Source: an optimization exercise on an open RTL-to-GDS flow (aim: small area, a short achievable clock period and few clock cycles per item). Production flows keep margins and buffers that such runs may drop.
RTL that was checked went through simulation tests only; none was proved equivalent to the original.
For run 1, only the layout was checked, not whether the RTL still works.
Power and IR drop assume default switching activity.

## flow/design.v (module list and top-level ports; edited modules follow where they fit)
// module gemm_mac: 1246 lines
// module gemm_array: 177 lines
module gemm_array
#(
  parameter C_DATA_WIDTH = 32,
  parameter C_DIM = 4,
  parameter C_NUM_PE = 4,
  parameter C_RAM_IN_DELAY = 1,
  parameter C_RAM_OUT_DELAY = 1,
  parameter C_MAC_DELAY = 1,
  parameter C_RAM_STYLE = 1
)
(
  input                       clock,
  input                       i_reset,
  input [C_DATA_WIDTH-1: 0]   Ain_data,
  input [C_DATA_WIDTH-1: 0]   Bin_data,
  input                       Ain_valid,
  input                       Bin_valid,
  output [C_DATA_WIDTH-1: 0]  Aout_data,
  output [C_DATA_WIDTH-1: 0]  Bout_data,
  output                      Aout_valid,
  output                      Bout_valid,
  input                       i_rd_output,
  output                      o_rd_output
);
  // ...
==> flow/run.sh <==
#!/bin/bash
# synth_recipe.tcl (not shown) runs the flow's synth.tcl, then flattens the netlist and writes it again
# the make line also repeats each setting of config.mk as NAME=value (left out here)
make -C /OpenROAD-flow-scripts/flow DESIGN_CONFIG=/design/flow/config.mk WORK_HOME=/design/flow/orfs CLKGATE_MAP_FILE= SYNTH_SCRIPT=/design/flow/synth_recipe.tcl finish
==> flow/config.mk <==
export PLATFORM = sky130hd
export DESIGN_NAME = gemm_array
export DESIGN_NICKNAME = gemm_array
export VERILOG_FILES = /design/flow/design.v
export SDC_FILE = /design/flow/constraint.sdc
export NUM_CORES = 4
export LEC_CHECK = 0
export ABC_CLOCK_PERIOD_IN_PS = 2500
export CAP_MARGIN = 20
export CORE_MARGIN = 2
export CORE_UTILIZATION = 50
export SETUP_SLACK_MARGIN = 5
export SLEW_MARGIN = 20
==> flow/constraint.sdc <==
create_clock -name core_clock -period 8.5 [get_ports {clock}]
set_input_delay 1.7000 -clock core_clock [delete_from_list [all_inputs] [get_ports {clock}]]
set_output_delay 1.7000 -clock core_clock [all_outputs]
set_load 0.01 [all_outputs]
==> impl_results.md, run 1 <==
* Syn_nets at 9416
* Setup ws final at 4.74 ns
* Met3 WL at 40600 um
* Wire per inst at 30.3 um
* M1 wire length at 125000 um
* Total Neg Setup Slack at 0 ns
* Final Cycle Share at 0.443
* Critical R2R Launch: col[1].mac.cut[35]
* Area contributors post-synth: dfxtp_1 33%, fa_1 14%, xnor2_1 8.3%, a221oi_1 7.1%, a22o_1 7.0%
* EDFF count, synth at 0
* CP top delay family: compound AO/OA/AOI/OAI gates
* CP endpoint: col[1].mac.r1[31]
* Synth Area in XOR/XNOR at 0.111
* Die height at 409 um
* Min-delay worst type: reg2reg
* GR Util met2 at 0.516
* Syn_area_per_cell at 9.75 sq um
* Slew Limit Fails at 0
* Tot Pwr at 0.0399 W
* WHS at 0.316 ns
* Grt ovf at 0
* Mux contribution to synthesized area at 0.0121
* Status: no timing/DRC/antenna violations
* WS Path Type: reg2reg
* Antenna viol nets, final at 0
* Initial antenna violation count at 13
* Worst R2R Path Depth at 15
==> module gemm_array, before the edit <==
module gemm_array
#(
  parameter C_DATA_WIDTH = 32,
  parameter C_DIM = 4,
  parameter C_NUM_PE = 4,
  parameter C_RAM_IN_DELAY = 1,
  parameter C_RAM_OUT_DELAY = 1,
  parameter C_MAC_DELAY = 1,
  parameter C_RAM_STYLE = 1
)
(
  input                       clock,
  input                       i_reset,
  input [C_DATA_WIDTH-1: 0]   Ain_data,
  input [C_DATA_WIDTH-1: 0]   Bin_data,
  input                       Ain_valid,
  input                       Bin_valid,
  output [C_DATA_WIDTH-1: 0]  Aout_data,
  output [C_DATA_WIDTH-1: 0]  Bout_data,
  output                      Aout_valid,
  output                      Bout_valid,
  input                       i_rd_output,
  output                      o_rd_output
);
genvar j;
reg        r_reset;
reg        r_vld;        
reg        r_bvld;       
reg        r_rd;
reg [31:0] b1, b2, b3, b4;    
reg        bp2, bp3, bp4;     
wire [33:0] ax = {Ain_data[31], Ain_data, 1'b0};
reg  [10:0] a_neg, a_m1, a_m2, a_m3, a_m4;
genvar r;
generate
for (r = 0; r < 11; r = r + 1)
begin : aenc
  wire [2:0] y = ax[3*r +: 3] ^ {3{ax[3*r+3]}};
  always @(posedge clock)
  begin
    a_neg[r] <= ax[3*r+3];
    a_m1[r]  <= ~y[2] & (y[1] ^ y[0]);
    a_m2[r]  <= (~y[2] & y[1] & y[0]) | (y[2] & ~y[1] & ~y[0]);
    a_m3[r]  <= y[2] & (y[1] ^ y[0]);
    a_m4[r]  <= y[2] & y[1] & y[0];
  end
end
endgenerate
always @(posedge clock)
begin
  r_reset <= i_reset;
  r_vld   <= Ain_valid;
  r_bvld  <= Bin_valid;
  r_rd    <= i_rd_output;
  b1 <= Bin_data;
  b2 <= b1;
  b3 <= b2;
  b4 <= b3;
end
reg [4:0] tcnt;
always @(posedge clock)
begin
  if (r_reset)
    tcnt <= 5'd0;
  else if (r_vld)
    tcnt <= (tcnt == 5'd19) ? 5'd0 : tcnt + 5'd1;
end
always @(posedge clock)
begin
  if (r_reset)
  begin
    bp2 <= 1'b0;
    bp3 <= 1'b0;
    bp4 <= 1'b0;
  end
  else
  begin
    bp2 <= r_bvld & (tcnt >= 5'd4);
    bp3 <= bp2;
    bp4 <= bp3;
  end
end
assign Bout_data  = b4;
assign Bout_valid = bp4;
wire b_load = r_vld & (tcnt[1:0] == 2'd3);
wire b_zero = r_reset | (r_vld & (tcnt == 5'd19));
wire [31:0] b_tap [0:3];
assign b_tap[0] = b4;
assign b_tap[1] = b3;
assign b_tap[2] = b2;
assign b_tap[3] = b1;
wire acc_clr = r_vld & (tcnt >= 5'd3) & (tcnt <= 5'd6);
wire [31:0] col_r1 [0:3];
generate
for (j = 0; j < 4; j = j + 1)
begin : col
  reg [31:0] bj;
  reg [31:0] b3j;
  always @(posedge clock)
  begin
    if (b_zero)
    begin
      bj  <= 32'd0;
      b3j <= 32'd0;
    end
    else if (b_load)
    begin
      bj  <= b_tap[j];
      b3j <= b_tap[j] + {b_tap[j][30:0], 1'b0};
    end
  end
  gemm_mac mac (
    .clock(clock),
    .neg(a_neg),
    .m1(a_m1),
    .m2(a_m2),
    .m3(a_m3),
    .m4(a_m4),
    .b(bj),
    .b3(b3j),
    .clr(acc_clr),
    .r1(col_r1[j])
  );
end
endgenerate
reg [1:0]  ph;
reg        ready;       
reg        active;      
reg        rd_ok;       
reg [3:0]  on;          
reg [31:0] r_out;
reg        r_out_vld;
reg        r_out_last;
wire deliver = ready & rd_ok & (ph == on[1:0]);
always @(posedge clock)
begin
  ph <= (r_vld && tcnt == 5'd0) ? 2'd3 : ph + 2'd1;
  r_out <= col_r1[on[3:2]];
end
always @(posedge clock)
begin
  if (r_reset)
  begin
    ready <= 1'b0;
    active <= 1'b0;
    rd_ok <= 1'b0;
    on <= 4'd0;
    r_out_vld <= 1'b0;
    r_out_last <= 1'b0;
  end
  else
  begin
    r_out_vld <= deliver;
    r_out_last <= deliver & (on == 4'd15);
    if (deliver)
      on <= on + 4'd1;
    if (deliver && on == 4'd15)
    begin
      ready <= 1'b0;
      active <= 1'b0;
      rd_ok <= 1'b0;
    end
    else
    begin
      if (r_vld && tcnt == 5'd17)
        ready <= 1'b1;
      if (r_vld)
        active <= 1'b1;
      if (r_rd && (active || r_vld))
        rd_ok <= 1'b1;
    end
  end
end
assign Aout_data   = r_out;
assign Aout_valid  = r_out_vld;
assign o_rd_output = r_out_last;
endmodule
==> inputs of run 2 (changes only) <==
--- a/flow/design.v
+++ b/flow/design.v
@@ -3,22 +3,24 @@
   input  [10:0]     neg,
   input  [10:0]     m1,
   input  [10:0]     m2,
   input  [10:0]     m3,
   input  [10:0]     m4,
   input  [31:0]     b,
   input  [31:0]     b3,
   input             clr,
-  output reg [31:0] r1
+  output [31:0]     sum
 );
+reg [31:0] r1;
 reg [31:0] r2;
-reg [31:0] r3;
-wire [31:0] acc = r3;
+wire [31:0] acc = r2;
 reg [120:0] cut;
+reg [31:0] kx;
+reg [30:0] kg;
 wire pp1;
 wire pp2;
 wire pp3;
 wire pp4;
 wire pp5;
 wire pp6;
 wire pp7;
 wire pp8;
@@ -559,17 +561,265 @@
 wire yc543;
 wire ys544;
 wire yc545;
 wire ys546;
 wire yc547;
 wire ys548;
 wire yc549;
 wire ys550;
-wire [31:0] opa, opb;
+wire g1_1;
+wire p1_1;
+wire g1_2;
+wire p1_2;
+wire g1_3;
+wire p1_3;
+wire g1_4;
+wire p1_4;
+wire g1_5;
+wire p1_5;
+wire g1_6;
+wire p1_6;
+wire g1_7;
+wire p1_7;
+wire g1_8;
+wire p1_8;
+wire g1_9;
+wire p1_9;
+wire g1_10;
+wire p1_10;
+wire g1_11;
+wire p1_11;
+wire g1_12;
+wire p1_12;
+wire g1_13;
+wire p1_13;
+wire g1_14;
+wire p1_14;
+wire g1_15;
+wire p1_15;
+wire g1_16;
+wire p1_16;
+wire g1_17;
+wire p1_17;
+wire g1_18;
+wire p1_18;
+wire g1_19;
+wire p1_19;
+wire g1_20;
+wire p1_20;
+wire g1_21;
+wire p1_21;
+wire g1_22;
+wire p1_22;
+wire g1_23;
+wire p1_23;
+wire g1_24;
+wire p1_24;
+wire g1_25;
+wire p1_25;
+wire g1_26;
+wire p1_26;
+wire g1_27;
+wire p1_27;
+wire g1_28;
+wire p1_28;
+wire g1_29;
+wire p1_29;
+wire g1_30;
+wire p1_30;
+wire g2_2;
+wire p2_2;
+wire g2_3;
+wire p2_3;
+wire g2_4;
+wire p2_4;
+wire g2_5;
+wire p2_5;
+wire g2_6;
+wire p2_6;
+wire g2_7;
+wire p2_7;
+wire g2_8;
+wire p2_8;
+wire g2_9;
+wire p2_9;
+wire g2_10;
+wire p2_10;
+wire g2_11;
+wire p2_11;
+wire g2_12;
+wire p2_12;
+wire g2_13;
+wire p2_13;
+wire g2_14;
+wire p2_14;
+wire g2_15;
+wire p2_15;
+wire g2_16;
+wire p2_16;
+wire g2_17;
+wire p2_17;
+wire g2_18;
+wire p2_18;
+wire g2_19;
+wire p2_19;
+wire g2_20;
+wire p2_20;
+wire g2_21;
+wire p2_21;
+wire g2_22;
+wire p2_22;
+wire g2_23;
+wire p2_23;
+wire g2_24;
+wire p2_24;
+wire g2_25;
+wire p2_25;
+wire g2_26;
+wire p2_26;
+wire g2_27;
+wire p2_27;
+wire g2_28;
+wire p2_28;
+wire g2_29;
+wire p2_29;
+wire g2_30;
+wire p2_30;
+wire g3_4;
+wire p3_4;
+wire g3_5;
+wire p3_5;
+wire g3_6;
+wire p3_6;
+wire g3_7;
+wire p3_7;
+wire g3_8;
+wire p3_8;
+wire g3_9;
+wire p3_9;
+wire g3_10;
+wire p3_10;
+wire g3_11;
+wire p3_11;
+wire g3_12;
+wire p3_12;
+wire g3_13;
+wire p3_13;
+wire g3_14;
+wire p3_14;
+wire g3_15;
+wire p3_15;
+wire g3_16;
+wire p3_16;
+wire g3_17;
+wire p3_17;
+wire g3_18;
+wire p3_18;
+wire g3_19;
+wire p3_19;
+wire g3_20;
+wire p3_20;
+wire g3_21;
+wire p3_21;
+wire g3_22;
+wire p3_22;
+wire g3_23;
+wire p3_23;
+wire g3_24;
+wire p3_24;
+wire g3_25;
+wire p3_25;
+wire g3_26;
+wire p3_26;
+wire g3_27;
+wire p3_27;
+wire g3_28;
+wire p3_28;
+wire g3_29;
+wire p3_29;
+wire g3_30;
+wire p3_30;
+wire g4_8;
+wire p4_8;
+wire g4_9;
+wire p4_9;
+wire g4_10;
+wire p4_10;
+wire g4_11;
+wire p4_11;
+wire g4_12;
+wire p4_12;
+wire g4_13;
+wire p4_13;
+wire g4_14;
+wire p4_14;
+wire g4_15;
+wire p4_15;
+wire g4_16;
+wire p4_16;
+wire g4_17;
+wire p4_17;
+wire g4_18;
+wire p4_18;
+wire g4_19;
+wire p4_19;
+wire g4_20;
+wire p4_20;
+wire g4_21;
+wire p4_21;
+wire g4_22;
+wire p4_22;
+wire g4_23;
+wire p4_23;
+wire g4_24;
+wire p4_24;
+wire g4_25;
+wire p4_25;
+wire g4_26;
+wire p4_26;
+wire g4_27;
+wire p4_27;
+wire g4_28;
+wire p4_28;
+wire g4_29;
+wire p4_29;
+wire g4_30;
+wire p4_30;
+wire g5_16;
+wire p5_16;
+wire g5_17;
+wire p5_17;
+wire g5_18;
+wire p5_18;
+wire g5_19;
+wire p5_19;
+wire g5_20;
+wire p5_20;
+wire g5_21;
+wire p5_21;
+wire g5_22;
+wire p5_22;
+wire g5_23;
+wire p5_23;
+wire g5_24;
+wire p5_24;
+wire g5_25;
+wire p5_25;
+wire g5_26;
+wire p5_26;
+wire g5_27;
+wire p5_27;
+wire g5_28;
+wire p5_28;
+wire g5_29;
+wire p5_29;
+wire g5_30;
+wire p5_30;
+wire [31:0] opa, opb, p0, g0;
 assign pp1 = neg[0] ^ ((m1[0] & b[0]) | (m3[0] & b3[0]));
 assign pp2 = neg[0] ^ ((m1[0] & b[1]) | (m3[0] & b3[1]) | (m2[0] & b[0]));
 assign pp3 = neg[0] ^ ((m1[0] & b[2]) | (m3[0] & b3[2]) | (m2[0] & b[1]) | (m4[0] & b[0]));
 assign pp4 = neg[0] ^ ((m1[0] & b[3]) | (m3[0] & b3[3]) | (m2[0] & b[2]) | (m4[0] & b[1]));
 assign pp5 = neg[0] ^ ((m1[0] & b[4]) | (m3[0] & b3[4]) | (m2[0] & b[3]) | (m4[0] & b[2]));
 assign pp6 = neg[0] ^ ((m1[0] & b[5]) | (m3[0] & b3[5]) | (m2[0] & b[4]) | (m4[0] & b[3]));
 assign pp7 = neg[0] ^ ((m1[0] & b[6]) | (m3[0] & b3[6]) | (m2[0] & b[5]) | (m4[0] & b[4]));
 assign pp8 = neg[0] ^ ((m1[0] & b[7]) | (m3[0] & b3[7]) | (m2[0] & b[6]) | (m4[0] & b[5]));
@@ -1112,16 +1362,298 @@
 assign yc545 = (cut[108] & ys481) | (cut[108] & yc480) | (ys481 & yc480);
 assign ys546 = cut[112] ^ ys483 ^ yc482;
 assign yc547 = (cut[112] & ys483) | (cut[112] & yc482) | (ys483 & yc482);
 assign ys548 = cut[116] ^ ys485 ^ yc484;
 assign yc549 = (cut[116] & ys485) | (cut[116] & yc484) | (ys485 & yc484);
 assign ys550 = cut[120] ^ ys487 ^ yc486;
 assign opa = {ys550, ys548, ys546, ys544, ys542, ys540, ys538, ys536, ys534, ys532, ys530, ys528, ys526, ys524, ys522, ys520, ys518, ys516, ys514, ys512, ys510, ys508, ys506, ys504, ys502, ys500, ys498, ys496, ys494, ys492, ys490, cut[2]};
 assign opb = {yc549, yc547, yc545, yc543, yc541, yc539, yc537, yc535, yc533, yc531, yc529, yc527, yc525, yc523, yc521, yc519, yc517, yc515, yc513, yc511, yc509, yc507, yc505, yc503, yc501, yc499, yc497, yc495, yc493, yc491, yc489, ys488};
+assign p0 = opa ^ opb;
+assign g0 = opa & opb;
+assign g1_1 = kg[1] | (kx[1] & kg[0]);
+assign p1_1 = kx[1] & kx[0];
+assign g1_2 = kg[2] | (kx[2] & kg[1]);
+assign p1_2 = kx[2] & kx[1];
+assign g1_3 = kg[3] | (kx[3] & kg[2]);
+assign p1_3 = kx[3] & kx[2];
+assign g1_4 = kg[4] | (kx[4] & kg[3]);
+assign p1_4 = kx[4] & kx[3];
+assign g1_5 = kg[5] | (kx[5] & kg[4]);
+assign p1_5 = kx[5] & kx[4];
+assign g1_6 = kg[6] | (kx[6] & kg[5]);
+assign p1_6 = kx[6] & kx[5];
+assign g1_7 = kg[7] | (kx[7] & kg[6]);
+assign p1_7 = kx[7] & kx[6];
+assign g1_8 = kg[8] | (kx[8] & kg[7]);
+assign p1_8 = kx[8] & kx[7];
+assign g1_9 = kg[9] | (kx[9] & kg[8]);
+assign p1_9 = kx[9] & kx[8];
+assign g1_10 = kg[10] | (kx[10] & kg[9]);
+assign p1_10 = kx[10] & kx[9];
+assign g1_11 = kg[11] | (kx[11] & kg[10]);
+assign p1_11 = kx[11] & kx[10];
+assign g1_12 = kg[12] | (kx[12] & kg[11]);
+assign p1_12 = kx[12] & kx[11];
+assign g1_13 = kg[13] | (kx[13] & kg[12]);
+assign p1_13 = kx[13] & kx[12];
+assign g1_14 = kg[14] | (kx[14] & kg[13]);
+assign p1_14 = kx[14] & kx[13];
+assign g1_15 = kg[15] | (kx[15] & kg[14]);
+assign p1_15 = kx[15] & kx[14];
+assign g1_16 = kg[16] | (kx[16] & kg[15]);
+assign p1_16 = kx[16] & kx[15];
+assign g1_17 = kg[17] | (kx[17] & kg[16]);
+assign p1_17 = kx[17] & kx[16];
+assign g1_18 = kg[18] | (kx[18] & kg[17]);
+assign p1_18 = kx[18] & kx[17];
+assign g1_19 = kg[19] | (kx[19] & kg[18]);
+assign p1_19 = kx[19] & kx[18];
+assign g1_20 = kg[20] | (kx[20] & kg[19]);
+assign p1_20 = kx[20] & kx[19];
+assign g1_21 = kg[21] | (kx[21] & kg[20]);
+assign p1_21 = kx[21] & kx[20];
+assign g1_22 = kg[22] | (kx[22] & kg[21]);
+assign p1_22 = kx[22] & kx[21];
+assign g1_23 = kg[23] | (kx[23] & kg[22]);
+assign p1_23 = kx[23] & kx[22];
+assign g1_24 = kg[24] | (kx[24] & kg[23]);
+assign p1_24 = kx[24] & kx[23];
+assign g1_25 = kg[25] | (kx[25] & kg[24]);
+assign p1_25 = kx[25] & kx[24];
+assign g1_26 = kg[26] | (kx[26] & kg[25]);
+assign p1_26 = kx[26] & kx[25];
+assign g1_27 = kg[27] | (kx[27] & kg[26]);
+assign p1_27 = kx[27] & kx[26];
+assign g1_28 = kg[28] | (kx[28] & kg[27]);
+assign p1_28 = kx[28] & kx[27];
+assign g1_29 = kg[29] | (kx[29] & kg[28]);
+assign p1_29 = kx[29] & kx[28];
+assign g1_30 = kg[30] | (kx[30] & kg[29]);
+assign p1_30 = kx[30] & kx[29];
+assign g2_2 = g1_2 | (p1_2 & kg[0]);
+assign p2_2 = p1_2 & kx[0];
+assign g2_3 = g1_3 | (p1_3 & g1_1);
+assign p2_3 = p1_3 & p1_1;
+assign g2_4 = g1_4 | (p1_4 & g1_2);
+assign p2_4 = p1_4 & p1_2;
+assign g2_5 = g1_5 | (p1_5 & g1_3);
+assign p2_5 = p1_5 & p1_3;
+assign g2_6 = g1_6 | (p1_6 & g1_4);
+assign p2_6 = p1_6 & p1_4;
+assign g2_7 = g1_7 | (p1_7 & g1_5);
+assign p2_7 = p1_7 & p1_5;
+assign g2_8 = g1_8 | (p1_8 & g1_6);
+assign p2_8 = p1_8 & p1_6;
+assign g2_9 = g1_9 | (p1_9 & g1_7);
+assign p2_9 = p1_9 & p1_7;
+assign g2_10 = g1_10 | (p1_10 & g1_8);
+assign p2_10 = p1_10 & p1_8;
+assign g2_11 = g1_11 | (p1_11 & g1_9);
+assign p2_11 = p1_11 & p1_9;
+assign g2_12 = g1_12 | (p1_12 & g1_10);
+assign p2_12 = p1_12 & p1_10;
+assign g2_13 = g1_13 | (p1_13 & g1_11);
+assign p2_13 = p1_13 & p1_11;
+assign g2_14 = g1_14 | (p1_14 & g1_12);
+assign p2_14 = p1_14 & p1_12;
+assign g2_15 = g1_15 | (p1_15 & g1_13);
+assign p2_15 = p1_15 & p1_13;
+assign g2_16 = g1_16 | (p1_16 & g1_14);
+assign p2_16 = p1_16 & p1_14;
+assign g2_17 = g1_17 | (p1_17 & g1_15);
+assign p2_17 = p1_17 & p1_15;
+assign g2_18 = g1_18 | (p1_18 & g1_16);
+assign p2_18 = p1_18 & p1_16;
+assign g2_19 = g1_19 | (p1_19 & g1_17);
+assign p2_19 = p1_19 & p1_17;
+assign g2_20 = g1_20 | (p1_20 & g1_18);
+assign p2_20 = p1_20 & p1_18;
+assign g2_21 = g1_21 | (p1_21 & g1_19);
+assign p2_21 = p1_21 & p1_19;
+assign g2_22 = g1_22 | (p1_22 & g1_20);
+assign p2_22 = p1_22 & p1_20;
+assign g2_23 = g1_23 | (p1_23 & g1_21);
+assign p2_23 = p1_23 & p1_21;
+assign g2_24 = g1_24 | (p1_24 & g1_22);
+assign p2_24 = p1_24 & p1_22;
+assign g2_25 = g1_25 | (p1_25 & g1_23);
+assign p2_25 = p1_25 & p1_23;
+assign g2_26 = g1_26 | (p1_26 & g1_24);
+assign p2_26 = p1_26 & p1_24;
+assign g2_27 = g1_27 | (p1_27 & g1_25);
+assign p2_27 = p1_27 & p1_25;
+assign g2_28 = g1_28 | (p1_28 & g1_26);
+assign p2_28 = p1_28 & p1_26;
+assign g2_29 = g1_29 | (p1_29 & g1_27);
+assign p2_29 = p1_29 & p1_27;
+assign g2_30 = g1_30 | (p1_30 & g1_28);
+assign p2_30 = p1_30 & p1_28;
+assign g3_4 = g2_4 | (p2_4 & kg[0]);
+assign p3_4 = p2_4 & kx[0];
+assign g3_5 = g2_5 | (p2_5 & g1_1);
+assign p3_5 = p2_5 & p1_1;
+assign g3_6 = g2_6 | (p2_6 & g2_2);
+assign p3_6 = p2_6 & p2_2;
+assign g3_7 = g2_7 | (p2_7 & g2_3);
+assign p3_7 = p2_7 & p2_3;
+assign g3_8 = g2_8 | (p2_8 & g2_4);
+assign p3_8 = p2_8 & p2_4;
+assign g3_9 = g2_9 | (p2_9 & g2_5);
+assign p3_9 = p2_9 & p2_5;
+assign g3_10 = g2_10 | (p2_10 & g2_6);
+assign p3_10 = p2_10 & p2_6;
+assign g3_11 = g2_11 | (p2_11 & g2_7);
+assign p3_11 = p2_11 & p2_7;
+assign g3_12 = g2_12 | (p2_12 & g2_8);
+assign p3_12 = p2_12 & p2_8;
+assign g3_13 = g2_13 | (p2_13 & g2_9);
+assign p3_13 = p2_13 & p2_9;
+assign g3_14 = g2_14 | (p2_14 & g2_10);
+assign p3_14 = p2_14 & p2_10;
+assign g3_15 = g2_15 | (p2_15 & g2_11);
+assign p3_15 = p2_15 & p2_11;
+assign g3_16 = g2_16 | (p2_16 & g2_12);
+assign p3_16 = p2_16 & p2_12;
+assign g3_17 = g2_17 | (p2_17 & g2_13);
+assign p3_17 = p2_17 & p2_13;
+assign g3_18 = g2_18 | (p2_18 & g2_14);
+assign p3_18 = p2_18 & p2_14;
+assign g3_19 = g2_19 | (p2_19 & g2_15);
+assign p3_19 = p2_19 & p2_15;
+assign g3_20 = g2_20 | (p2_20 & g2_16);
+assign p3_20 = p2_20 & p2_16;
+assign g3_21 = g2_21 | (p2_21 & g2_17);
+assign p3_21 = p2_21 & p2_17;
+assign g3_22 = g2_22 | (p2_22 & g2_18);
+assign p3_22 = p2_22 & p2_18;
+assign g3_23 = g2_23 | (p2_23 & g2_19);
+assign p3_23 = p2_23 & p2_19;
+assign g3_24 = g2_24 | (p2_24 & g2_20);
+assign p3_24 = p2_24 & p2_20;
+assign g3_25 = g2_25 | (p2_25 & g2_21);
+assign p3_25 = p2_25 & p2_21;
+assign g3_26 = g2_26 | (p2_26 & g2_22);
+assign p3_26 = p2_26 & p2_22;
+assign g3_27 = g2_27 | (p2_27 & g2_23);
+assign p3_27 = p2_27 & p2_23;
+assign g3_28 = g2_28 | (p2_28 & g2_24);
+assign p3_28 = p2_28 & p2_24;
+assign g3_29 = g2_29 | (p2_29 & g2_25);
+assign p3_29 = p2_29 & p2_25;
+assign g3_30 = g2_30 | (p2_30 & g2_26);
+assign p3_30 = p2_30 & p2_26;
+assign g4_8 = g3_8 | (p3_8 & kg[0]);
+assign p4_8 = p3_8 & kx[0];
+assign g4_9 = g3_9 | (p3_9 & g1_1);
+assign p4_9 = p3_9 & p1_1;
+assign g4_10 = g3_10 | (p3_10 & g2_2);
+assign p4_10 = p3_10 & p2_2;
+assign g4_11 = g3_11 | (p3_11 & g2_3);
+assign p4_11 = p3_11 & p2_3;
+assign g4_12 = g3_12 | (p3_12 & g3_4);
+assign p4_12 = p3_12 & p3_4;
+assign g4_13 = g3_13 | (p3_13 & g3_5);
+assign p4_13 = p3_13 & p3_5;
+assign g4_14 = g3_14 | (p3_14 & g3_6);
+assign p4_14 = p3_14 & p3_6;
+assign g4_15 = g3_15 | (p3_15 & g3_7);
+assign p4_15 = p3_15 & p3_7;
+assign g4_16 = g3_16 | (p3_16 & g3_8);
+assign p4_16 = p3_16 & p3_8;
+assign g4_17 = g3_17 | (p3_17 & g3_9);
+assign p4_17 = p3_17 & p3_9;
+assign g4_18 = g3_18 | (p3_18 & g3_10);
+assign p4_18 = p3_18 & p3_10;
+assign g4_19 = g3_19 | (p3_19 & g3_11);
+assign p4_19 = p3_19 & p3_11;
+assign g4_20 = g3_20 | (p3_20 & g3_12);
+assign p4_20 = p3_20 & p3_12;
+assign g4_21 = g3_21 | (p3_21 & g3_13);
+assign p4_21 = p3_21 & p3_13;
+assign g4_22 = g3_22 | (p3_22 & g3_14);
+assign p4_22 = p3_22 & p3_14;
+assign g4_23 = g3_23 | (p3_23 & g3_15);
+assign p4_23 = p3_23 & p3_15;
+assign g4_24 = g3_24 | (p3_24 & g3_16);
+assign p4_24 = p3_24 & p3_16;
+assign g4_25 = g3_25 | (p3_25 & g3_17);
+assign p4_25 = p3_25 & p3_17;
+assign g4_26 = g3_26 | (p3_26 & g3_18);
+assign p4_26 = p3_26 & p3_18;
+assign g4_27 = g3_27 | (p3_27 & g3_19);
+assign p4_27 = p3_27 & p3_19;
+assign g4_28 = g3_28 | (p3_28 & g3_20);
+assign p4_28 = p3_28 & p3_20;
+assign g4_29 = g3_29 | (p3_29 & g3_21);
+assign p4_29 = p3_29 & p3_21;
+assign g4_30 = g3_30 | (p3_30 & g3_22);
+assign p4_30 = p3_30 & p3_22;
+assign g5_16 = g4_16 | (p4_16 & kg[0]);
+assign p5_16 = p4_16 & kx[0];
+assign g5_17 = g4_17 | (p4_17 & g1_1);
+assign p5_17 = p4_17 & p1_1;
+assign g5_18 = g4_18 | (p4_18 & g2_2);
+assign p5_18 = p4_18 & p2_2;
+assign g5_19 = g4_19 | (p4_19 & g2_3);
+assign p5_19 = p4_19 & p2_3;
+assign g5_20 = g4_20 | (p4_20 & g3_4);
+assign p5_20 = p4_20 & p3_4;
+assign g5_21 = g4_21 | (p4_21 & g3_5);
+assign p5_21 = p4_21 & p3_5;
+assign g5_22 = g4_22 | (p4_22 & g3_6);
+assign p5_22 = p4_22 & p3_6;
+assign g5_23 = g4_23 | (p4_23 & g3_7);
+assign p5_23 = p4_23 & p3_7;
+assign g5_24 = g4_24 | (p4_24 & g4_8);
+assign p5_24 = p4_24 & p4_8;
+assign g5_25 = g4_25 | (p4_25 & g4_9);
+assign p5_25 = p4_25 & p4_9;
+assign g5_26 = g4_26 | (p4_26 & g4_10);
+assign p5_26 = p4_26 & p4_10;
+assign g5_27 = g4_27 | (p4_27 & g4_11);
+assign p5_27 = p4_27 & p4_11;
+assign g5_28 = g4_28 | (p4_28 & g4_12);
+assign p5_28 = p4_28 & p4_12;
+assign g5_29 = g4_29 | (p4_29 & g4_13);
+assign p5_29 = p4_29 & p4_13;
+assign g5_30 = g4_30 | (p4_30 & g4_14);
+assign p5_30 = p4_30 & p4_14;
+assign sum[0] = kx[0];
+assign sum[1] = kx[1] ^ kg[0];
+assign sum[2] = kx[2] ^ g1_1;
+assign sum[3] = kx[3] ^ g2_2;
+assign sum[4] = kx[4] ^ g2_3;
+assign sum[5] = kx[5] ^ g3_4;
+assign sum[6] = kx[6] ^ g3_5;
+assign sum[7] = kx[7] ^ g3_6;
+assign sum[8] = kx[8] ^ g3_7;
+assign sum[9] = kx[9] ^ g4_8;
+assign sum[10] = kx[10] ^ g4_9;
+assign sum[11] = kx[11] ^ g4_10;
+assign sum[12] = kx[12] ^ g4_11;
+assign sum[13] = kx[13] ^ g4_12;
+assign sum[14] = kx[14] ^ g4_13;
+assign sum[15] = kx[15] ^ g4_14;
+assign sum[16] = kx[16] ^ g4_15;
+assign sum[17] = kx[17] ^ g5_16;
+assign sum[18] = kx[18] ^ g5_17;
+assign sum[19] = kx[19] ^ g5_18;
+assign sum[20] = kx[20] ^ g5_19;
+assign sum[21] = kx[21] ^ g5_20;
+assign sum[22] = kx[22] ^ g5_21;
+assign sum[23] = kx[23] ^ g5_22;
+assign sum[24] = kx[24] ^ g5_23;
+assign sum[25] = kx[25] ^ g5_24;
+assign sum[26] = kx[26] ^ g5_25;
+assign sum[27] = kx[27] ^ g5_26;
+assign sum[28] = kx[28] ^ g5_27;
+assign sum[29] = kx[29] ^ g5_28;
+assign sum[30] = kx[30] ^ g5_29;
+assign sum[31] = kx[31] ^ g5_30;
 always @(posedge clock) begin
     cut[0] <= acc[0];
     cut[1] <= neg[0];
     cut[2] <= pp1;
     cut[3] <= acc[1];
     cut[4] <= pp2;
     cut[5] <= acc[2];
     cut[6] <= pp3;
@@ -1234,19 +1766,50 @@
     cut[113] <= xs425;
     cut[114] <= xs427;
     cut[115] <= xc422;
     cut[116] <= xc424;
     cut[117] <= xs429;
     cut[118] <= xs430;
     cut[119] <= xc426;
     cut[120] <= xc428;
-    r1 <= opa + opb;
-    r2 <= r1;
-    r3 <= clr ? 32'd0 : r2;
+    kx <= p0;
+    kg[0] <= g0[0];
+    kg[1] <= g0[1];
+    kg[2] <= g0[2];
+    kg[3] <= g0[3];
+    kg[4] <= g0[4];
+    kg[5] <= g0[5];
+    kg[6] <= g0[6];
+    kg[7] <= g0[7];
+    kg[8] <= g0[8];
+    kg[9] <= g0[9];
+    kg[10] <= g0[10];
+    kg[11] <= g0[11];
+    kg[12] <= g0[12];
+    kg[13] <= g0[13];
+    kg[14] <= g0[14];
+    kg[15] <= g0[15];
+    kg[16] <= g0[16];
+    kg[17] <= g0[17];
+    kg[18] <= g0[18];
+    kg[19] <= g0[19];
+    kg[20] <= g0[20];
+    kg[21] <= g0[21];
+    kg[22] <= g0[22];
+    kg[23] <= g0[23];
+    kg[24] <= g0[24];
+    kg[25] <= g0[25];
+    kg[26] <= g0[26];
+    kg[27] <= g0[27];
+    kg[28] <= g0[28];
+    kg[29] <= g0[29];
+    kg[30] <= g0[30];
+    r1 <= sum;
+    r2 <= clr ? 32'd0 : r1;
 end
 endmodule
 module gemm_array
 #(
   parameter C_DATA_WIDTH = 32,
   parameter C_DIM = 4,
   parameter C_NUM_PE = 4,
   parameter C_RAM_IN_DELAY = 1,
@@ -1272,28 +1835,37 @@
 reg        r_reset;
 reg        r_vld;        
 reg        r_bvld;       
 reg        r_rd;
 reg [31:0] b1, b2, b3, b4;    
 reg        bp2, bp3, bp4;     
 wire [33:0] ax = {Ain_data[31], Ain_data, 1'b0};
 reg  [10:0] a_neg, a_m1, a_m2, a_m3, a_m4;
+reg  [4:0] icnt;
+wire       a_use = Ain_valid & (icnt >= 5'd4);
+always @(posedge clock)
+begin
+  if (r_reset)
+    icnt <= 5'd0;
+  else if (Ain_valid)
+    icnt <= (icnt == 5'd19) ? 5'd0 : icnt + 5'd1;
+end
 genvar r;
 generate
 for (r = 0; r < 11; r = r + 1)
 begin : aenc
   wire [2:0] y = ax[3*r +: 3] ^ {3{ax[3*r+3]}};
   always @(posedge clock)
   begin
-    a_neg[r] <= ax[3*r+3];
-    a_m1[r]  <= ~y[2] & (y[1] ^ y[0]);
-    a_m2[r]  <= (~y[2] & y[1] & y[0]) | (y[2] & ~y[1] & ~y[0]);
-    a_m3[r]  <= y[2] & (y[1] ^ y[0]);
-    a_m4[r]  <= y[2] & y[1] & y[0];
+    a_neg[r] <= a_use & ax[3*r+3];
+    a_m1[r]  <= a_use & ~y[2] & (y[1] ^ y[0]);
+    a_m2[r]  <= a_use & ((~y[2] & y[1] & y[0]) | (y[2] & ~y[1] & ~y[0]));
+    a_m3[r]  <= a_use & y[2] & (y[1] ^ y[0]);
+    a_m4[r]  <= a_use & y[2] & y[1] & y[0];
   end
 end
 endgenerate
 always @(posedge clock)
 begin
   r_reset <= i_reset;
   r_vld   <= Ain_valid;
   r_bvld  <= Bin_valid;
@@ -1323,70 +1895,79 @@
   begin
     bp2 <= r_bvld & (tcnt >= 5'd4);
     bp3 <= bp2;
     bp4 <= bp3;
   end
 end
 assign Bout_data  = b4;
 assign Bout_valid = bp4;
+reg  [16:0] t1;
+reg  [31:0] y2, y3, y4;
+wire [31:0] y1 = {b1[31:16] + {b1[30:16], b1[15]} + {15'd0, t1[16]}, t1[15:0]};
+always @(posedge clock)
+begin
+  t1 <= {1'b0, Bin_data[15:0]} + {1'b0, Bin_data[14:0], 1'b0};
+  y2 <= y1;
+  y3 <= y2;
+  y4 <= y3;
+end
 wire b_load = r_vld & (tcnt[1:0] == 2'd3);
-wire b_zero = r_reset | (r_vld & (tcnt == 5'd19));
 wire [31:0] b_tap [0:3];
 assign b_tap[0] = b4;
 assign b_tap[1] = b3;
 assign b_tap[2] = b2;
 assign b_tap[3] = b1;
+wire [31:0] y_tap [0:3];
+assign y_tap[0] = y4;
+assign y_tap[1] = y3;
+assign y_tap[2] = y2;
+assign y_tap[3] = y1;
 wire acc_clr = r_vld & (tcnt >= 5'd3) & (tcnt <= 5'd6);
-wire [31:0] col_r1 [0:3];
+wire [31:0] col_sum [0:3];
 generate
 for (j = 0; j < 4; j = j + 1)
 begin : col
   reg [31:0] bj;
   reg [31:0] b3j;
   always @(posedge clock)
   begin
-    if (b_zero)
-    begin
-      bj  <= 32'd0;
-      b3j <= 32'd0;
-    end
-    else if (b_load)
+    if (b_load)
     begin
       bj  <= b_tap[j];
-      b3j <= b_tap[j] + {b_tap[j][30:0], 1'b0};
+      b3j <= y_tap[j];
     end
   end
   gemm_mac mac (
     .clock(clock),
     .neg(a_neg),
     .m1(a_m1),
     .m2(a_m2),
     .m3(a_m3),
     .m4(a_m4),
     .b(bj),
     .b3(b3j),
     .clr(acc_clr),
-    .r1(col_r1[j])
+    .sum(col_sum[j])
   );
 end
 endgenerate
 reg [1:0]  ph;
 reg        ready;       
 reg        active;      
 reg        rd_ok;       
 reg [3:0]  on;          
 reg [31:0] r_out;
 reg        r_out_vld;
 reg        r_out_last;
 wire deliver = ready & rd_ok & (ph == on[1:0]);
 always @(posedge clock)
 begin
   ph <= (r_vld && tcnt == 5'd0) ? 2'd3 : ph + 2'd1;
-  r_out <= col_r1[on[3:2]];
+  r_out <= col_sum[on[3:2]];
 end
 always @(posedge clock)
 begin
   if (r_reset)
   begin
     ready <= 1'b0;
     active <= 1'b0;
     rd_ok <= 1'b0;
==> flow/flow/run.sh (new file) <==
#!/bin/bash
set -euo pipefail
bash standard.sh SETUP_SLACK_MARGIN=5.6 finish > make_standard.log 2>&1
==> flow/standard.sh (new file) <==
#!/bin/bash
# synth_recipe.tcl (not shown) runs the flow's synth.tcl, then flattens the netlist and writes it again
# the make line also repeats each setting of config.mk as NAME=value (left out here)
make -C /OpenROAD-flow-scripts/flow DESIGN_CONFIG=/design/flow/config.mk WORK_HOME=/design/flow/orfs CLKGATE_MAP_FILE= SYNTH_SCRIPT=/design/flow/synth_recipe.tcl "${@:-finish}"
==> flow/config.mk (replaced) <==
export PLATFORM = sky130hd
export DESIGN_NAME = gemm_array
export DESIGN_NICKNAME = gemm_array
export VERILOG_FILES = /design/flow/design.v
export SDC_FILE = /design/flow/constraint.sdc
export NUM_CORES = 4
export LEC_CHECK = 0
export CAP_MARGIN = 20
export CORE_MARGIN = 2
export CORE_UTILIZATION = 40
export CTS_CLUSTER_DIAMETER = 60
export CTS_CLUSTER_SIZE = 30
export SLEW_MARGIN = 20
removed: flow/run.sh
==> run 2 against run 1 <==
Still clean on timing, DRC and antenna. Synthesized area shrank 1.6%. Wire length grew 6.4%. Fmax grew 19%. Die area grew 23%. Count of clock-buffer cells in the layout shrank 74. Critical path depth shrank 7. Register-to-register slack gained 0.61 ns. Final area grew 8.0%. Hold slack gained 0.0099 ns. Sequential share of layout area grew 5.3 points. Combinational power shrank 87%. Clock power shrank 3%. Critical endpoint is now col[1].mac.cut[113].
==> impl_results.md, run 2 <==
* Status: no timing/DRC/antenna violations (unchanged)
* Clk_skew at 0.0543 ns (was 0.0272 ns)
* Pre-antenna DRT Iters at 14 (was 8)
* Total wire length at 336000 um (was 316000 um)
* Critical R2R Launch: a_m4[7] (was col[1].mac.cut[35])
* I/O Pins at 136 (unchanged)
* Commonest cells post-synth: 1333 x dfxtp_1, 719 x xnor2_1, 666 x a221oi_1 (was 1347 x dfxtp_1, 864 x inv_1, 781 x xnor2_1)
* Final #Nets at 8065 (was 9131)
* CP required at 9.31 ns (was 9.22 ns)
* WHS at 0.326 ns (was 0.316 ns)
* Clock Tree Root: clkbuf_16 (unchanged)
* Area of the multi-input gates at 45900 sq um (was 50100 sq um)
* Row count at 164 (was 148)
* Synth Instances at 6945 (was 8406)
* Initial Utilization at 0.403 (was 0.504)
* Yosys cell types at 85 (was 72)
* Largest Register: col.mac.cut (unchanged)
* First-pass GRT wire length at 465000 um (was 454000 um)
* H-tree depth at 4 (unchanged)
* Largest register FFs at 475 (unchanged)
* Hold path cells at 0 (unchanged)
* Most frequent cells in the layout: 1207 x dfxtp_1, 660 x a22o_1, 659 x xnor2_1, 482 x fa_1, 470 x a221oi_1 (was 1257 x dfxtp_1, 847 x inv_1, 779 x xnor2_1, 663 x a221oi_1, 660 x a22o_1)
* Latest clock arrival within the worst-skew pair at 0.87 ns (was 0.83 ns)
* Initial DRC count at 9449 (was 9286)
* CP max FO at 36 (was 2)
* Syn_nets at 7865 (was 9416)
* Final Hold Vio Count at 0 (unchanged)
* RR Endpoint: col[1].mac.cut[113] (was col[1].mac.r1[31])
* Ys flop type: dfxtp_1 (unchanged)
* R2R Setup Slk at 5.35 ns (was 4.74 ns)
* Cell Int Power at 0.0136 W (was 0.0232 W)
* EDFF count, synth at 252 (was 0)
* PortBufs at 135 (unchanged)
* Share of layout cells above drive strength 1 at 0.233 (was 0.0962)
* Async S/R FF share, synth at 0 (unchanged)
* Die height at 453 um (was 409 um)
* Max-slew headroom at 0.171 (was 0.192)
* Syn_area_per_cell at 11.6 sq um (was 9.75 sq um)
* Worst Hold End: col[3].mac.cut[5] (was col[0].mac.cut[11])
* Yosys warning count at 2 (unchanged)
* Clock share of power at 0.343 (was 0.176)
* Max VDD drop at 0.222 mV (was 0.449 mV)
* RSZ-0062 raised after global routing: yes (unchanged)
* Hold Startpoint: col[3].mac.r2[2] (was col[0].mac.r3[4])
* Vias in the first global route at 62.4k (was 66.1k)
* Top-count cell post-synth: dfxtp_1 (unchanged)
* Wire per inst at 33.8 um (was 30.3 um)
* Most common cell after layout, fill and taps aside: dfxtp_1 (unchanged)
* Slew Limit Fails at 0 (unchanged)
* Cell repeated most along the worst path: fa_2 (was fa_1)
* Global Route Usage Sum at 0.318 (was 0.366)
* Crit path cell chain: buf_6, a22o_1, a221oi_2, xor2_1, fa_2, fa_1, inv_1, fa_2 (was inv_1, fa_1, fa_1, inv_2, ha_4, a21o_1, a41oi_2, o21ai_2, a21oi_2, o31ai_4, a211oi_4, o211ai_2, and3_4, a311o_1, xnor2_1)
* Pwr Density at 200 nW/um^2 (was 434 nW/um^2)
* Final Cycle Share at 0.371 (was 0.443)
* Sequential fraction of design power at 0.502 (was 0.252)
* Critical Path Start Type: register (unchanged)
* Post-synthesis cell area at 80700 sq um (was 82000 sq um)
* DRC Markers at 0 (unchanged)
* Grt ovf at 0 (unchanged)
* Final non-filler cell area at 99500 sq um (was 92100 sq um)
* Seq cells post-synth at 1585 (was 1347)
* WS Path Type: reg2reg (unchanged)
* Antenna viol nets, final at 0 (unchanged)
* Register Area at 34600 sq um (was 27200 sq um)
* Clk slew on worst S/H paths at 0.09 ns (was 0.06 ns)
* Chip Width at 453 um (was 409 um)
* Clk sinks at 1585 (was 1347)
* Worst R2R Path Depth at 8 (was 15)
* Fill cells at 17.3k (was 14.3k)
* Leak at 40.3 nW (was 36.7 nW)
* Placeable Area at 200000 sq um (was 163000 sq um)
* Clock Path Buffers at 3 (unchanged)
* Critical path endpoint category: register (unchanged)
* Logic pwr share at 0.156 (was 0.573)
* Dpl cell area at 84500 sq um (was 84300 sq um)
* Routability cong. at 1.02 (was 0.973)
* Estimated wirelength of the detail-placed design at 198000 um (was 201000 um)
* Initial antenna violation count at 46 (was 13)
* FMAX at 317 MHz (was 266 MHz)
* Area contributors post-synth: dfxtp_1 33%, fa_1 14%, edfxtp_1 9.4%, xnor2_1 7.8%, a221oi_1 7.2% (was dfxtp_1 33%, fa_1 14%, xnor2_1 8.3%, a221oi_1 7.1%, a22o_1 7.0%)
* Min-delay worst type: reg2reg (unchanged)
* Total Neg Setup Slack at 0 ns (unchanged)
* Die Footprint at 205000 sq um (was 167000 sq um)
* Critical Path AT at 3.96 ns (was 4.48 ns)
* Slew at the pin with the worst max-slew slack at 1.23 ns (was 1.21 ns)
* Fin util at 0.497 (was 0.566)
* Top cell type's share of synthesized area at 0.331 (was 0.329)
* Via-to-Cell Ratio at 6.42 (was 6.52)
* Tot Pwr at 0.0199 W (was 0.0399 W)
* Max cap viols at 0 (unchanged)
* Tmin final at 3.15 ns (was 3.76 ns)
* P_sw at 0.00624 W (was 0.0167 W)
* Slowest-stage cell, CP: fa_2 (was fa_1)
* Final setup viols at 0 (unchanged)
* Largest net degree at the start of global routing at 130 (was 173)
* Area leader, netlist: dfxtp_1 (unchanged)
* CTS Buf Count at 130 (was 152)
* Via Count at 63.9k (was 67.9k)
* CTS tree: built (unchanged)
* Critical Path Max Stage Delay at 0.61 ns (was 0.58 ns)
* Syn-to-layout area delta at 23.2% (was 12.3%)
* Sequential area share after synthesis at 0.424 (was 0.329)
* Switching fraction of total power at 0.314 (was 0.419)
[run 2: layout make-up]
type                            count  area share
Tap cell                         2656      0.0334
Inverter                          425      0.0161
Sequential cell                  1585       0.348
Antenna cell                       41     0.00103
Clock buffer                      139      0.0339
Timing Repair Buffer              749      0.0906
Multi-Input combinational cell   4254       0.462
Clock inverter                    101      0.0156
[run 2: power groups by stage]
stage               Combinational [W]  Sequential [W]  Clock, W
detailed placement            0.00272          0.0100         0
global route                  0.00337          0.0101   0.00719
global placement              0.00266          0.0100         0
CTS                           0.00289         0.00991   0.00692
floorplan                     0.00167         0.00963         0
finish                        0.00309         0.00997   0.00681
[run 2: metal layers]
metal,wire length (um),up-vias,track usage
met5,634,-,0.00583
met4,30200,24,0.226
li1,-,25500,-
met1,121000,31500,0.386
met3,47800,1725,0.130
met2,136000,5234,0.453
[run 2: cell families after synthesis]
group           after synthesis  synth area share
fa+ha+maj                   851             0.184
mux                          54            0.0110
xor+xnor                    977             0.106
simple gates                523            0.0358
buf+inv                    1108            0.0516
compound gates             1847             0.187
flops                      1585             0.424
[run 2: stage by stage]
step / setup WS, ns / std cells
after floorplan: 3.74 / 6945
after global placement: 3.88 / 9189
after detailed placement: 4.06 / 9189
after CTS: 5.34 / 9819
after global routing: 5.28 / 9915
final: 5.35 / 9950
[run 2: how the worst max path moves through the flow]
stage / end / slack, ns / from
after detailed placement: t1[15] / 4.06 / Bin_data[1]
after CTS: Bout_data[13] / 5.34 / b4[13]
after floorplan: col[0].b3j[10] / 3.74 / tcnt[0]
after global placement: t1[15] / 3.88 / Bin_data[1]
final: col[1].mac.cut[113] / 5.35 / a_m4[7]
after global routing: r_out[25] / 5.28 / col[3].mac.kx[4]
[run 2: worst max-delay path: cells and delay by family, from the launching register on]
| kind | cells | cell delay (ns) |
|---|---|---|
| flip-flops | 1 | 0.31 |
| XOR/XNOR | 1 | 0.27 |
| buffers and inverters | 2 | 0.27 |
| adder cells (fa/ha/maj) | 3 | 1.71 |
| AO/OA/AOI/OAI | 2 | 0.50 |
[run 2: what timing repair did]
item / 4_1_cts / 5_1_grt
buffers inserted: 348 / 80
pin swaps: 208 / 221
gates cloned: 42 / 9
resized for setup: 983 / 348
hold buffers: 0 / 0
endpoints found under the setup margin: 433 / 467
Testbench counts of run 2, summed over its fixed seeds: cycles 8,960, matrices 256.

-- static timing again, ports no longer ideal --
How much do the figures lean on ideal ports? The routed layouts below were timed once more, with nothing changed but the port constraints.
Step 1 assumes that a clkbuf_16 drives the clock port and a buf_2 every other input.
Step 2 adds t to the input delays and takes it off the output delays; t is the mean of the earliest and latest rising clock arrival at the registers after step 1. Input paths then give back, and output paths get back, about the clock's delay inside the block.
a / b / c = ideal ports / drivers / drivers and shift; a / b = the first two.
run	shift t [ns]	setup WS [ns]	worst setup path after step 2	slew at the worst register clock pin (ns)	pins driven straight from the clock port
run 1	0.891	4.736 / 4.736 / 4.736	register to register	0.07 / 0.07	1
run 2	0.932	5.347 / 5.293 / 4.698	input to register	0.11 / 0.11	1
After both steps setup and hold are still met in every run listed. The setup slack of run 2, which loses most, moves by -0.054 ns with the drivers and by -0.649 ns with both steps.
